This is an optimization exercise on Yosys and OpenROAD, whose aim is small area and few clock cycles, not a production implementation. In this exercise RTL edits were held to simulation tests only and were not proved equivalent to the original. The clock input has no modelled driver; a real chip could not lean on it and would need a root buffer or a full tree. Power figures rest on the tool's default switching activity, not on a simulated workload.

[design/flow/flow/run.sh]
#!/bin/bash
# Standard ORFS layout with the smallest buffer (buf_1) on the ports and the
# clock driven from a single clock buffer (see post_cts.tcl).
set -euo pipefail
here=$(pwd)
export CLOCK_ROOT_CELL=${CLOCK_ROOT_CELL:-sky130_fd_sc_hd__buf_12}
bash standard.sh finish \
  BUFFER_PORTS_ARGS="-buffer_cell sky130_fd_sc_hd__buf_1" \
  CTS_ARGS="-sink_clustering_enable -repair_clock_nets -dont_use_dummy_load -buf_list sky130_fd_sc_hd__clkbuf_8 -root_buf sky130_fd_sc_hd__clkbuf_8" \
  POST_CTS_TCL="$here/flow/post_cts.tcl" \
  > standard.log 2>&1
[design/flow/flow/post_cts.tcl]
# Collapse the clock tree that CTS built to its root buffer: every sink of a
# leaf buffer moves to the root buffer's output net, the leaf buffers are
# deleted and the root buffer is resized to drive all the flip-flops.
set root_cell $::env(CLOCK_ROOT_CELL)
set block [ord::get_db_block]
set root [$block findInst clkbuf_0_hclk]
set root_net [[$root findITerm X] getNet]
foreach it [$root_net getITerms] {
  set inst [$it getInst]
  if { $inst == $root } { continue }
  set master [[$inst getMaster] getName]
  if { [string match "sky130_fd_sc_hd__clkbuf_*" $master] } {
    set leaf_net [[$inst findITerm X] getNet]
    foreach lit [$leaf_net getITerms] {
      if { [$lit getInst] == $inst } { continue }
      $lit disconnect
      $lit connect $root_net
    }
    $it disconnect
    [$inst findITerm X] disconnect
    odb::dbInst_destroy $inst
    odb::dbNet_destroy $leaf_net
  }
}
replace_cell clkbuf_0_hclk $root_cell
detailed_placement
check_placement -verbose
estimate_parasitics -placement
report_clock_skew
[design/flow/standard.sh]
#!/bin/bash
# synth_recipe.tcl (not shown) runs the flow's synth.tcl, then flattens the netlist and writes it again
# the make line also repeats each setting of config.mk as NAME=value (left out here)
make -C /OpenROAD-flow-scripts/flow DESIGN_CONFIG=/design/flow/config.mk WORK_HOME=/design/flow/orfs CLKGATE_MAP_FILE= SYNTH_SCRIPT=/design/flow/synth_recipe.tcl "${@:-finish}"
[design/flow/config.mk]
export PLATFORM = sky130hd
export DESIGN_NAME = BRIDGE
export DESIGN_NICKNAME = BRIDGE
export VERILOG_FILES = /design/flow/design.v
export SDC_FILE = /design/flow/constraint.sdc
export NUM_CORES = 8
export LEC_CHECK = 0
export CAP_MARGIN = 20
export CORE_MARGIN = 2
export CORE_UTILIZATION = 40
export SLEW_MARGIN = 20
[design/flow/constraint.sdc]
create_clock -name core_clock -period 5.0 [get_ports {hclk}]
set_input_delay 1.0000 -clock core_clock [delete_from_list [all_inputs] [get_ports {hclk}]]
set_output_delay 1.0000 -clock core_clock [all_outputs]
set_load 0.01 [all_outputs]
[design/flow/design.v]
module BRIDGE #(
    parameter ADDR_WIDTH = 32,
    parameter DATA_WIDTH = 32
)(
    input                        hclk,
    input                        hresetn,
    input                        hselapb,
    input                        hwrite,
    input       [1:0]            htrans,
    input       [ADDR_WIDTH-1:0] haddr,
    input       [DATA_WIDTH-1:0] hwdata,
    input       [DATA_WIDTH-1:0] prdata,
    output reg  [ADDR_WIDTH-1:0] paddr,
    output      [DATA_WIDTH-1:0] pwdata,
    output                       psel,
    output reg                   penable,
    output reg                   pwrite,
    output                       hresp,
    output reg                   hready,
    output      [DATA_WIDTH-1:0] hrdata
);
    wire valid = hselapb & htrans[1];
    assign psel   = ~hready | penable;
    assign hresp  = 1'b0;
    assign pwdata = hwdata;
    assign hrdata = prdata;
    always @(posedge hclk or negedge hresetn) begin
        if (!hresetn) begin
            hready  <= 1'b1;
            penable <= 1'b0;
        end else begin
            hready  <= ~(hready & valid);
            penable <= ~hready;
        end
    end
    always @(posedge hclk) begin
        if (hready) begin
            paddr  <= haddr;
            pwrite <= hwrite;
        end
    end
endmodule
==> impl_results.md, run 1 <==
- Largest net degree at the start of global routing: 38
- FF-to-FF End: paddr[18]$_DFFE_PP_
- P_leak: 0.4743 nW
- Fin. Hold Viols: 0
- Initial antenna violation count: 0
- Area fraction of the dominant cell type after synthesis: 0.6397
- Min Clock Period, post-route: 2.505 ns
- Placer Congestion: 0.6727
- Sequential area share after synthesis: 0.6729
- Capturing element type of the critical path: output port
- I/O Pins: 203
- CP peak stage delay: 1.06 ns
- Post-synth cell types: 8
- Commonest non-fill, non-tap cell in the layout: buf_1
- Fin cells: 160
- Reg-to-reg setup timing slack: 3.56 ns
- Unrepaired setup endpoints after global routing: false
- Sink Count: 35
- Finished Cell Area: 0.001411 mm^2
- Avg Inst Size Synth: 14.89 um^2
- Peak VDD IR: 0.0001354 V
- Worst path cell trace: nand2b_1 > buf_1
- Routed WL: 3.421 mm
- Global-route wire length before repair: 4.278 mm
- Type of the tightest min-delay check: input pin to asynchronous set/reset pin
- Flops & latches, synth: 35
- Run status: timing/DRC/antenna clean
- CP arrival: 1.50 ns
- Hold_ws: 0.6090 ns
- YS warnings: 1
- Core area: 0.003689 mm^2
- Post-Place Cells: 159
- Slew Viols, Final: 0
- PortBufs: 72
- Worst-path clk slew: 0.12 ns
- Ratio of cells with drive above 1 in the final layout: 0.01786
- Syn_nets: 206
- Most frequent cells in the layout: 72 x buf_1, 33 x edfxtp_1
- Remaining DRCs: 0
- Worst r2r src: hready$_DFF_PN1_
- R2R cell count: 0
- Wire per inst: 21.38 um
- Chip height: 66.23 um
- Worst-Skew Late Latency: 0.15 ns
- Area growth syn-to-layout: -8.886%
- Post-DP Area: 0.001391 mm^2
- Sequential cell area: 0.001042 mm^2
- Critical-path maximum fanout: 37
- Antenna Cells: 0
- Max_slew headroom: 0.4822
- Critical path class: flip-flop to output port
- Mapped Cells: 104
- Vias in the first global route: 758
- Slowest stage cell on the critical path: dfstp_2
- Cell Rows: 22
- Startpoint Class: flip-flop
- WP data required: 4.00 ns
- # fillers: 369
- CP startpoint: hready$_DFF_PN1_
- Vias per cell: 4.688
- Initial DRC Count: 90
- Antenna Violating Nets Remaining: 0
- Final setup vio count: 0
- Post-Route Skew: 0.003417 ns
- Nets: 216
- Worst Max-Slew Pin Slew: 0.7767 ns
- Via count: 750
- PwrDens: 345.8 mW/mm^2
- Tot Pwr: 0.4880 mW
- DRT Pass-1 Iters: 4
- Setup tns final: 0 ns
- Die X-Extent: 66.23 um
- Die Footprint: 0.004386 mm^2
- Area of the multi-input gates: 15.01 um^2
- Number of max-cap violations: 0
- Leading post-synthesis cells by cell area: edfxtp_1 64%, buf_4 32%, dfstp_2 1.7%
- Gr usage total: 0.1618
- Cell taking the most area after synthesis: edfxtp_1
- Grt ovf: 0
- Starting Density: 0.4199
- Cell Area, Synth: 0.001549 mm^2
- Final Cycle Share: 0.5010
- Max frequency: 399.2 MHz
[registers in the layout (all words and copies together), names as in the netlist]
signal and flops:
pwrite 1, penable 1, paddr 32, hready 1
[area by class of cell]
cell class	instances	area share
Multi-Input combinational cell	3	0.01064
Sequential cell	35	0.7385
Tap cell	48	0.04255
Clock buffer	1	0.01418
Timing Repair Buffer	72	0.1915
Inverter	1	0.002660
[where the power goes]
group / switching, mW / leakage [nW] / total [mW] / internal, mW
clock: 0.0630 / 0.00940 / 0.0958 / 0.0328
combinational: 0.0231 / 0.103 / 0.0375 / 0.0144
sequential: 0.0109 / 0.362 / 0.355 / 0.344
[per-layer routing]
metal / part of all wire / GRT usage / up-vias
met3: 0.17 / 0.08859 / 38
met2: 0.51 / 0.2750 / 104
met4: 0.099 / 0.1454 / 0
met5: 0 / 0 / -
met1: 0.22 / 0.1291 / 313
li1: - / - / 295
[cell families (layout without fill, tap and decap cells)]
group	count (synthesis)	count (layout)	share of synthesized area
AND/OR/NAND/NOR	2	2	0.007269
buffers and inverters	66	74	0.3174
other	1	1	0.002421
flip-flops	35	35	0.6729
[cell usage after synthesis]
master	n
buf_4	65
conb_1	1
dfrtp_1	1
dfstp_2	1
edfxtp_1	33
inv_1	1
nand2b_1	1
nand3_1	1
[worst max-delay path, delay by kind of cell (launching register included)]
kind / cells / cell delay, ns
buf+inv: 1 / 0.16
simple gates: 1 / 0.12
flops: 1 / 1.06
[metrics by stage]
stage,setup WS [ns],utilization
2_1_floorplan,2.880,-
6_report,2.495,0.3826
3_3_place_gp,2.721,0.3772
5_1_grt,2.397,0.3826
3_5_place_dp,2.659,0.3772
[worst max-delay path by stage]
stage	slack [ns]	cells after the start	end
after floorplan	2.88	1	psel
after global placement	2.72	2	psel
after detailed placement	2.66	2	psel
after global routing	2.40	2	psel
final	2.50	2	psel
Testbench counts, summed over its fixed seeds: cycles 9,608.
==> run 2, diff against run 1 <==
--- a/design/flow/design.v
+++ b/design/flow/design.v
@@ -13,24 +13,26 @@
     output reg  [ADDR_WIDTH-1:0] paddr,
     output      [DATA_WIDTH-1:0] pwdata,
     output                       psel,
-    output reg                   penable,
+    output                      penable,
     output reg                   pwrite,
     output                       hresp,
     output reg                   hready,
     output      [DATA_WIDTH-1:0] hrdata
 );
     wire valid = hselapb & htrans[1];
-    assign psel   = ~hready | penable;
+    reg access_n;
+    assign psel    = ~(hready & access_n);
+    assign penable = ~access_n;
     assign hresp  = 1'b0;
     assign pwdata = hwdata;
     assign hrdata = prdata;
     always @(posedge hclk or negedge hresetn) begin
         if (!hresetn) begin
-            hready  <= 1'b1;
-            penable <= 1'b0;
+            hready   <= 1'b1;
+            access_n <= 1'b1;
         end else begin
-            hready  <= ~(hready & valid);
-            penable <= ~hready;
+            hready   <= ~(hready & valid);
+            access_n <= hready;
         end
     end
     always @(posedge hclk) begin
--- a/design/flow/flow/run.sh
+++ b/design/flow/flow/run.sh
@@ -3,7 +3,7 @@
 # clock driven from a single clock buffer (see post_cts.tcl).
 set -euo pipefail
 here=$(pwd)
-export CLOCK_ROOT_CELL=${CLOCK_ROOT_CELL:-sky130_fd_sc_hd__buf_12}
+export CLOCK_ROOT_CELL=${CLOCK_ROOT_CELL:-sky130_fd_sc_hd__clkbuf_16}
 bash standard.sh finish \
   BUFFER_PORTS_ARGS="-buffer_cell sky130_fd_sc_hd__buf_1" \
   CTS_ARGS="-sink_clustering_enable -repair_clock_nets -dont_use_dummy_load -buf_list sky130_fd_sc_hd__clkbuf_8 -root_buf sky130_fd_sc_hd__clkbuf_8" \
--- a/design/flow/flow/post_cts.tcl
+++ b/design/flow/flow/post_cts.tcl
@@ -23,6 +23,19 @@
   }
 }
 replace_cell clkbuf_0_hclk $root_cell
+# Put the root buffer at the centre of its flip-flops
+set n 0
+set sx 0
+set sy 0
+foreach it [$root_net getITerms] {
+  set inst [$it getInst]
+  if { $inst == $root } { continue }
+  set loc [$inst getLocation]
+  set sx [expr { $sx + [lindex $loc 0] }]
+  set sy [expr { $sy + [lindex $loc 1] }]
+  incr n
+}
+$root setLocation [expr { $sx / $n }] [expr { $sy / $n }]
 detailed_placement
 check_placement -verbose
 estimate_parasitics -placement
==> run 2 against run 1 <==
Against the previous run: total power is 1.9% higher; clock power is 9.6% higher; sequential share of layout area is 0.11 points lower; via count is 4.1% lower; core utilization is 0.10 points higher; global-route usage is 3.1 points higher; clock skew is 0.00090 ns lower; die area hardly changed; synthesized cell count stayed put; first-iteration DRC count is 50% higher; sequential power hardly changed; critical endpoint unchanged; largest power group unchanged.
==> impl_results.md, run 2 <==
- Initial DRC Count: 135
- Final Cycle Share: 0.5038
- Worst-path clk slew: 0.12 ns
- CP arrival: 1.52 ns
- Ratio of cells with drive above 1 in the final layout: 0.02679
- Sw frac: 0.2034
- Antenna Violating Nets Remaining: 0
- Placer Congestion: 0.7010
- Critical-path maximum fanout: 37
- YS warnings: 1
- Top FF cell, synth: edfxtp_1
- Global-route wire length before repair: 4.809 mm
- Fin util: 0.3837
- Commonest non-fill, non-tap cell in the layout: buf_1
- Remaining DRCs: 0
- Most flop-heavy register: paddr
- # fillers: 371
- Critical path class: flip-flop to output port
- Nets: 216
- Core area: 0.003689 mm^2
- Avg Inst Size Synth: 14.88 um^2
- Starting Density: 0.4196
- PortBufs: 72
- Capturing element type of the critical path: output port
- Fin. Hold Viols: 0
- Die Footprint: 0.004383 mm^2
- Type of the tightest min-delay check: flip-flop to flip-flop
- Sequential area share after synthesis: 0.6742
- Syn_nets: 206
- Top-count cell post-synth: buf_4
- Grt ovf: 0
- Die X-Extent: 66.21 um
- Top cells by count, synth: 65 x buf_4, 33 x edfxtp_1, 2 x dfstp_2
- Flops & latches, synth: 35
- Final setup vio count: 0
- Number of max-cap violations: 0
- Mapped Cells: 104
- WP data required: 4.00 ns
- PwrDens: 351.3 mW/mm^2
- Vias per cell: 4.494
- Max frequency: 397.0 MHz
- Setup tns final: 0 ns
- Initial antenna violation count: 0
- Comb pwr share: 0.074
- Clock power frac: 0.212
- EDFF count, synth: 33
- Max reg flops: 32
- Leading post-synthesis cells by cell area: edfxtp_1 64%, buf_4 32%, dfstp_2 3.4%
- DRT Pass-1 Iters: 6
- Grt peak-use layer: met2
- Global-route track usage on met2: 0.3525
- Unrepaired setup endpoints after global routing: false
- Post-synth cell types: 7
- Slew Viols, Final: 0
- Area growth syn-to-layout: -8.569%
- Sink Count: 35
- Most frequent cells in the layout: 72 x buf_1, 33 x edfxtp_1, 2 x dfstp_2
- GR Util met1: 0.1327
- Startpoint Class: flip-flop
- Chip height: 66.21 um
- Worst-Skew Late Latency: 0.18 ns
- Area fraction of the dominant cell type after synthesis: 0.6403
- Antenna Cells: 0
- M3 GR Usage: 0.1687
- Via count: 719
- Gr usage total: 0.1924
- Post-Route Skew: 0.002518 ns
- Wire per inst: 24.24 um
- Cell Rows: 22
- Largest net degree at the start of global routing: 38
- Routed WL: 3.878 mm
- Async set-or-reset flop fraction in the synthesized netlist: 0.05714
- Peak VDD IR: 0.0001608 V
- Min Clock Period, post-route: 2.519 ns
- Int Pwr: 0.3960 mW
- Max_slew headroom: 0.4670
- Cell Area, Synth: 0.001548 mm^2
- Run status: timing/DRC/antenna clean
- Reg power frac: 0.714
- Worst Max-Slew Pin Slew: 0.7995 ns
- Net switching power: 0.1011 mW
- I/O Pins: 203
- Cell taking the most area after synthesis: edfxtp_1
- Vias in the first global route: 727
- P_leak: 0.4755 nW
run 2: cell count changes in the layout (fill, tap and decap cells not counted), sizes merged:
cell,previous run,this run
dfstp,1,2
nand2,0,1
nand2b,1,0
buf,73,72
clkbuf,0,1
dfrtp,1,0
run 2: path summary, 6_finish.rpt:
path | endpoint | from | slack, ns | cells past startpoint
setup / recovery | psel | hready$_DFF_PN1_ | 2.48 | 2
setup reg to reg | paddr[12]$_DFFE_PP_ | hready$_DFF_PN1_ | 3.55 | 0
min in group asynchronous | hready$_DFF_PN1_ | hresetn | 0.76 | 1
hold / removal | access_n$_DFF_PN1_ | hready$_DFF_PN1_ | 0.73 | 0
max in group asynchronous | access_n$_DFF_PN1_ | hresetn | 4.22 | 1
hold reg to reg | access_n$_DFF_PN1_ | hready$_DFF_PN1_ | 0.73 | 0
run 2: cell type report:
class	instances	area [um^2]	share of cell area
clock buffers	1	25.02	0.01768
repair buffers	72	270.3	0.1910
well taps	48	60.06	0.04244
inverters	1	3.754	0.002653
multi-input cells	3	12.51	0.008842
flip-flops and latches	35	1044	0.7374
run 2: metal layers:
layer	vias to the layer above	wire, um
met1	317	788
met2	94	1996
met3	14	977
li1	294	-
met5	-	0
met4	0	116
run 2: through the flow:
stage | area (um^2) | cells | worst slack (ns) | power (mW) | hold WS [ns]
after global placement | 1390 | 159 | 2.732 | 0.3975 | 0.6905
after floorplan | 1548 | 104 | 2.875 | 0.4260 | 0.6286
final | 1415 | 160 | 2.481 | 0.4971 | 0.7273
after detailed placement | 1390 | 159 | 2.676 | 0.3993 | 0.7252
after global routing | 1415 | 160 | 2.366 | 0.5186 | 0.7759
run 2: worst max-delay path: stages, from the launching register on:
cell	delay [ns]
dfstp_2	1.08
nand2_1	0.10
buf_1	0.16
run 2: kinds of logic after synthesis:
| logic type | share of synthesized area |
|---|---|
| simple gates | 0.005653 |
| buf+inv | 0.3177 |
| flops | 0.6742 |
| other cells | 0.002423 |
run 2: power groups by stage:
| stage | Sequential, mW | Clock, mW | Combinational [mW] |
|---|---|---|---|
| 2_1_floorplan | 0.371 | 0 | 0.0550 |
| 3_3_place_gp | 0.361 | 0 | 0.0367 |
| 3_5_place_dp | 0.362 | 0 | 0.0373 |
| 5_1_grt | 0.358 | 0.120 | 0.0406 |
| 6_report | 0.355 | 0.105 | 0.0368 |
Testbench counts of run 2, summed over its fixed seeds: cycles 9,608.
==> run 3, diff against run 2 <==
==> design/flow/flow/run.sh (replaced) <==
#!/bin/bash
# Standard ORFS layout with the smallest buffer (buf_1) on the ports and the
# clock driven from a single clock buffer (see post_cts.tcl).
set -euo pipefail
here=$(pwd)
export CLOCK_ROOT_CELL=${CLOCK_ROOT_CELL:-sky130_fd_sc_hd__buf_12}
bash standard.sh finish \
  BUFFER_PORTS_ARGS="-buffer_cell sky130_fd_sc_hd__buf_1" \
  CTS_ARGS="-sink_clustering_enable -repair_clock_nets -dont_use_dummy_load -buf_list sky130_fd_sc_hd__clkbuf_8 -root_buf sky130_fd_sc_hd__clkbuf_8" \
  POST_CTS_TCL="$here/flow/post_cts.tcl" \
  > standard.log 2>&1
--- a/design/flow/config.mk
+++ b/design/flow/config.mk
@@ -8,4 +8,5 @@
 export CAP_MARGIN = 20
 export CORE_MARGIN = 2
 export CORE_UTILIZATION = 40
+export PLACE_DENSITY = 0.9
 export SLEW_MARGIN = 20
==> run 3 against run 2 <==
Against the previous run: sequential share of layout area grew 0.26 points; combinational power up 1%; fmax up 1.8%; global-route usage shrank 0.56 points; highest routed layer unchanged.
==> impl_results.md, run 3 <==
- Via count: 756
- Die Footprint: 0.004383 mm^2
- Worst-Skew Late Latency: 0.15 ns
- # fillers: 378
- Fin cells: 160
- Die X-Extent: 66.21 um
- Slowest stage cell on the critical path: dfstp_2
- Async set-or-reset flop fraction in the synthesized netlist: 0.05714
- Area fraction of the dominant cell type after synthesis: 0.6403
- Leading post-synthesis cells by cell area: edfxtp_1 64%, buf_4 32%, dfstp_2 3.4%
- Most flop-heavy register: paddr
- Wire per inst: 24.91 um
- Fin. Hold Viols: 0
- Area growth syn-to-layout: -8.893%
- Max reg flops: 32
- Sequential area share after synthesis: 0.6742
- Top FF cell, synth: edfxtp_1
- Commonest non-fill, non-tap cell in the layout: buf_1
- Ratio of cells with drive above 1 in the final layout: 0.02679
- Placer Congestion: 0.6928
- Hold_ws: 0.7194 ns
- Hold worst-path end: access_n$_DFF_PN1_
- WP data required: 4.00 ns
- DRT Pass-1 Iters: 5
- Hold depth: 0
- Largest net degree at the start of global routing: 38
- Reg-to-reg setup timing slack: 3.57 ns
- Min Clock Period, post-route: 2.474 ns
- Detail Placement HPWL: 3.452 mm
- Sink Count: 35
- CP arrival: 1.47 ns
- Post-Route Skew: 0.003688 ns
- Post-synth cell types: 7
- Cell Rows: 22
- YS warnings: 1
- Peak VDD IR: 0.0001474 V
- Slew Viols, Final: 0
- Number of max-cap violations: 0
- FF-to-FF End: paddr[16]$_DFFE_PP_
- Remaining DRCs: 0
- Worst path cell trace: nand2_1 > buf_1
- Capturing element type of the critical path: output port
- Avg Inst Size Synth: 14.88 um^2
- Core area: 0.003689 mm^2
- Mapped Cells: 104
- Routed WL: 3.985 mm
- Final setup vio count: 0
- Cell taking the most area after synthesis: edfxtp_1
- Tot Pwr: 0.4873 mW
- Worst r2r src: hready$_DFF_PN1_
- Worst-path clk slew: 0.12 ns
- Initial antenna violation count: 0
- CP peak stage delay: 1.07 ns
- Critical-path maximum fanout: 37
- Nets: 216
- P_leak: 0.4726 nW
- Antenna Cells: 0
- Worst Max-Slew Pin Slew: 0.7845 ns
- Top cells by count, synth: 65 x buf_4, 33 x edfxtp_1, 2 x dfstp_2
- Grt ovf: 0
- EDFF count, synth: 33
- Unrepaired setup endpoints after global routing: false
- PwrDens: 345.5 mW/mm^2
- Hold path startpoint: hready$_DFF_PN1_
- I/O Pins: 203
- Place WS: 2.701 ns
- Chip height: 66.21 um
- Most frequent cells in the layout: 72 x buf_1, 33 x edfxtp_1, 2 x dfstp_2
- Critical path class: flip-flop to output port
- Startpoint Class: flip-flop
- Run status: timing/DRC/antenna clean
- Vias in the first global route: 724
- Setup slack after layout: 2.526 ns
- Final Cycle Share: 0.4949
- Top-count cell post-synth: buf_4
- R2R cell count: 0
- Top Family by Delay on Critical Path: flip-flops
- Starting Density: 0.4196
- Setup tns final: 0 ns
- Max_slew headroom: 0.4770
- Cell Area, Synth: 0.001548 mm^2
- Max frequency: 404.1 MHz
- Vias per cell: 4.725
- Antenna Violating Nets Remaining: 0
- PortBufs: 72
- Flops & latches, synth: 35
- Post-Place Cells: 159
- Gr usage total: 0.1868
- CP Buf/Inv Count: 1
- Type of the tightest min-delay check: flip-flop to flip-flop
- Global-route wire length before repair: 4.747 mm
- Initial DRC Count: 150
- Syn_nets: 206
==> run 3: cell counts after synthesis <==
No cell type changed its count.
==> run 3: through the flow <==
stage / utilization / instance area (um^2)
final: 0.3823 / 1410
after global routing: 0.3823 / 1410
after detailed placement: 0.3769 / 1390
after global placement: 0.3769 / 1390
after floorplan: - / 1548
==> run 3: per-layer routing <==
| metal | up-vias | track usage | routed length [um] |
|---|---|---|---|
| met5 | - | 0 | 0 |
| met4 | 0 | 0.08929 | 240 |
| met3 | 18 | 0.1533 | 917 |
| met2 | 110 | 0.3250 | 2076 |
| met1 | 334 | 0.1436 | 750 |
| li1 | 294 | - | - |
==> run 3: how the worst max path moves through the flow <==
| stage | from | depth (start not counted) | slack (ns) | end |
|---|---|---|---|---|
| detailed placement | hready$_DFF_PN1_ | 2 | 2.70 | psel |
| finish | hready$_DFF_PN1_ | 2 | 2.53 | psel |
| global placement | hready$_DFF_PN1_ | 2 | 2.75 | psel |
| global route | hready$_DFF_PN1_ | 2 | 2.38 | psel |
| floorplan | hready$_DFF_PN1_ | 1 | 2.88 | psel |
==> run 3: layout make-up <==
class,instances,area (um^2),share of cell area
inverters,1,3.754,0.002662
multi-input cells,3,12.51,0.008873
well taps,48,60.06,0.04259
repair buffers,72,270.3,0.1917
flip-flops and latches,35,1044,0.7400
clock buffers,1,20.02,0.01420
==> run 3: cell families after synthesis <==
group,share of synthesized area
flip-flops,0.6742
buffers and inverters,0.3177
AND/OR/NAND/NOR,0.005653
other,0.002423
==> run 3: power by group <==
part	internal, mW	switching, mW
clock	0.0328	0.0628
sequential	0.344	0.0104
combinational	0.0143	0.0229
total	0.391	0.0961
==> run 4, diff against run 3 <==
--- a/design/flow/config.mk
+++ b/design/flow/config.mk
@@ -8,5 +8,5 @@
 export CAP_MARGIN = 20
 export CORE_MARGIN = 2
 export CORE_UTILIZATION = 40
-export PLACE_DENSITY = 0.9
+export PLACE_DENSITY = 0.7
 export SLEW_MARGIN = 20
==> run 4 against run 3 <==
Against the previous run: still clean; hold slack worse by 0.0083 ns; synthesized cell count stayed put; total power hardly changed; sequential power hardly changed; die area stayed put; cell count stayed put; count of clock-buffer cells in the layout stayed put; setup slack worse by 0.014 ns; sequential cell count stayed put; core utilization stayed put; global-route usage is 1.4 points higher; critical path type unchanged.
==> impl_results.md, run 4 <==
- Run status: timing/DRC/antenna clean
- PortBufs: 72
- Area growth syn-to-layout: -8.893%
- Placer Congestion: 0.6804
- Chip height: 66.21 um
- Top cells by count, synth: 65 x buf_4, 33 x edfxtp_1, 2 x dfstp_2
- PwrDens: 345.5 mW/mm^2
- GR Util met1: 0.1164
- Post-synth cell types: 7
- YS warnings: 1
- Worst path cell trace: nand2_1 > buf_1
- Max reg flops: 32
- Initial antenna violation count: 0
- Hold path startpoint: hready$_DFF_PN1_
- Max frequency: 401.9 MHz
- Worst r2r src: hready$_DFF_PN1_
- Gr usage total: 0.2009
- Die Footprint: 0.004383 mm^2
- DRT Pass-1 Iters: 4
- Cell taking the most area after synthesis: edfxtp_1
- Top Family by Delay on Critical Path: flip-flops
- CP peak stage delay: 1.06 ns
- Antenna Violating Nets Remaining: 0
- # fillers: 366
- Starting Density: 0.4196
- Capturing element type of the critical path: output port
- Wire per inst: 26.36 um
- I/O Pins: 203
- Worst-Skew Late Latency: 0.15 ns
- Worst Max-Slew Pin Slew: 0.7731 ns
- Fin. Hold Viols: 0
- Mapped Cells: 104
- Sequential area share after synthesis: 0.6742
- Hold_ws: 0.7112 ns
- Routed WL: 4.217 mm
- Hold depth: 0
- Critical path class: flip-flop to output port
- Final setup vio count: 0
- Mux share of post-synthesis cell area: 0
- Synth Area in XOR/XNOR: 0
- Post-Route Skew: 0.003750 ns
- Simple-Gate Fraction of Synth Area: 0.005659
- Die X-Extent: 66.21 um
- Top FF cell, synth: edfxtp_1
- Slew Viols, Final: 0
- Largest family of logic cells by synthesized area: buffers and inverters
- Min Clock Period, post-route: 2.488 ns
- FF-to-FF End: paddr[8]$_DFFE_PP_
- WP data required: 4.00 ns
- Syn_nets: 206
- Grt peak-use layer: met2
- Commonest non-fill, non-tap cell in the layout: buf_1
- Slowest stage cell on the critical path: dfstp_2
- Ratio of cells with drive above 1 in the final layout: 0.02679
- Type of the tightest min-delay check: flip-flop to flip-flop
- Setup tns final: 0 ns
- Global-route wire length before repair: 5.009 mm
- Most flop-heavy register: paddr
- Vias in the first global route: 711
- P_leak: 0.4726 nW
- R2R cell count: 0
- Grt ovf: 0
- Compound-Gate Fraction of Synth Area: 0
- Async set-or-reset flop fraction in the synthesized netlist: 0.05714
- Final Cycle Share: 0.4977
- Global-route track usage on met2: 0.3125
- Cell Area, Synth: 0.001548 mm^2
- Cell Rows: 22
- Worst-path clk slew: 0.12 ns
- Reg-to-reg setup timing slack: 3.57 ns
- Largest net degree at the start of global routing: 38
- Most frequent cells in the layout: 72 x buf_1, 33 x edfxtp_1, 2 x dfstp_2
- CP Buf/Inv Count: 1
- Hold worst-path end: access_n$_DFF_PN1_
- Initial DRC Count: 91
- Peak VDD IR: 0.0001775 V
- Remaining DRCs: 0
- Post-Synth Adder-Cell Area: 0
- Sink Count: 35
- Via count: 742
- Startpoint Class: flip-flop
- Leading post-synthesis cells by cell area: edfxtp_1 64%, buf_4 32%, dfstp_2 3.4%
- Vias per cell: 4.638
- M3 GR Usage: 0.2521
- Avg Inst Size Synth: 14.88 um^2
- CP arrival: 1.49 ns
- Flops & latches, synth: 35
- Core area: 0.003689 mm^2
- Nets: 216
- EDFF count, synth: 33
- Max_slew headroom: 0.4846
- Unrepaired setup endpoints after global routing: false
- Top-count cell post-synth: buf_4
- Number of max-cap violations: 0
- Area fraction of the dominant cell type after synthesis: 0.6403
- Antenna Cells: 0
- Critical-path maximum fanout: 37
## run 4: cell counts in the layout (fill, tap and decap cells not counted)
No cell type changed its count.
## run 4: kinds of logic (layout without fill, tap and decap cells)
kind of cell | Yosys count | in the layout
buffers and inverters | 66 | 74
flip-flops | 35 | 35
other | 1 | 1
AND/OR/NAND/NOR | 2 | 2
## run 4: final cells by class
class	count	area, um^2	share of cell area
repair buffers	72	270.3	0.1917
multi-input cells	3	12.51	0.008873
well taps	48	60.06	0.04259
clock buffers	1	20.02	0.01420
flip-flops and latches	35	1044	0.7400
inverters	1	3.754	0.002662
## run 4: through the flow
| step | total power, mW | std cells | utilization | area (um^2) | setup WS, ns |
|---|---|---|---|---|---|
| final | 0.4872 | 160 | 0.3823 | 1410 | 2.512 |
| after global routing | 0.5066 | 160 | 0.3823 | 1410 | 2.402 |
| after detailed placement | 0.4007 | 159 | 0.3769 | 1390 | 2.675 |
| after global placement | 0.3984 | 159 | 0.3769 | 1390 | 2.725 |
| after floorplan | 0.4260 | 104 | - | 1548 | 2.875 |
## run 4: routing by layer
| layer | up-vias | share of wire |
|---|---|---|
| met2 | 76 | 0.47 |
| met5 | - | 0 |
| met3 | 30 | 0.31 |
| met1 | 342 | 0.16 |
| met4 | 0 | 0.065 |
| li1 | 294 | - |
## run 4: how the worst max path moves through the flow
| stage | end | from | cells after the start | slack (ns) |
|---|---|---|---|---|
| final | psel | hready$_DFF_PN1_ | 2 | 2.51 |
| after global routing | psel | hready$_DFF_PN1_ | 2 | 2.40 |
| after detailed placement | psel | hready$_DFF_PN1_ | 2 | 2.67 |
| after global placement | psel | hready$_DFF_PN1_ | 2 | 2.72 |
| after floorplan | psel | hready$_DFF_PN1_ | 1 | 2.88 |
## run 4: power by group
part,internal [mW],total (mW),switching (mW),leakage [nW]
logic,0.0143,0.0374,0.0231,0.103
clock network,0.0328,0.0946,0.0618,0.00940
registers,0.344,0.355,0.0111,0.360
total,0.391,0.487,0.0960,0.473

## what the ideal ports hide
The flow's constraints put no driver on any port. The routed layouts listed below were extracted and timed again, unchanged, in two steps. Step 1 assumes that a clkbuf_16 drives the clock port and a buf_2 every other input. Step 2 adds t to the input delays and takes it off the output delays; t is the mean of the earliest and latest rising clock arrival at the registers after step 1. Input paths then give back, and output paths get back, about the clock's delay inside the block. Three values: no drivers, after step 1, after step 2; two values: the first two.
run | t (ns) | setup WS [ns] | cell pins on the clock port's net
run 1 | 0.177 | 2.495 / 2.464 / 2.641 | 1
run 2 | 0.205 | 2.481 / 2.453 / 2.658 | 1
run 3 | 0.175 | 2.526 / 2.496 / 2.672 | 1
run 4 | 0.174 | 2.512 / 2.481 / 2.655 | 1
After both steps every run listed still meets setup and hold.
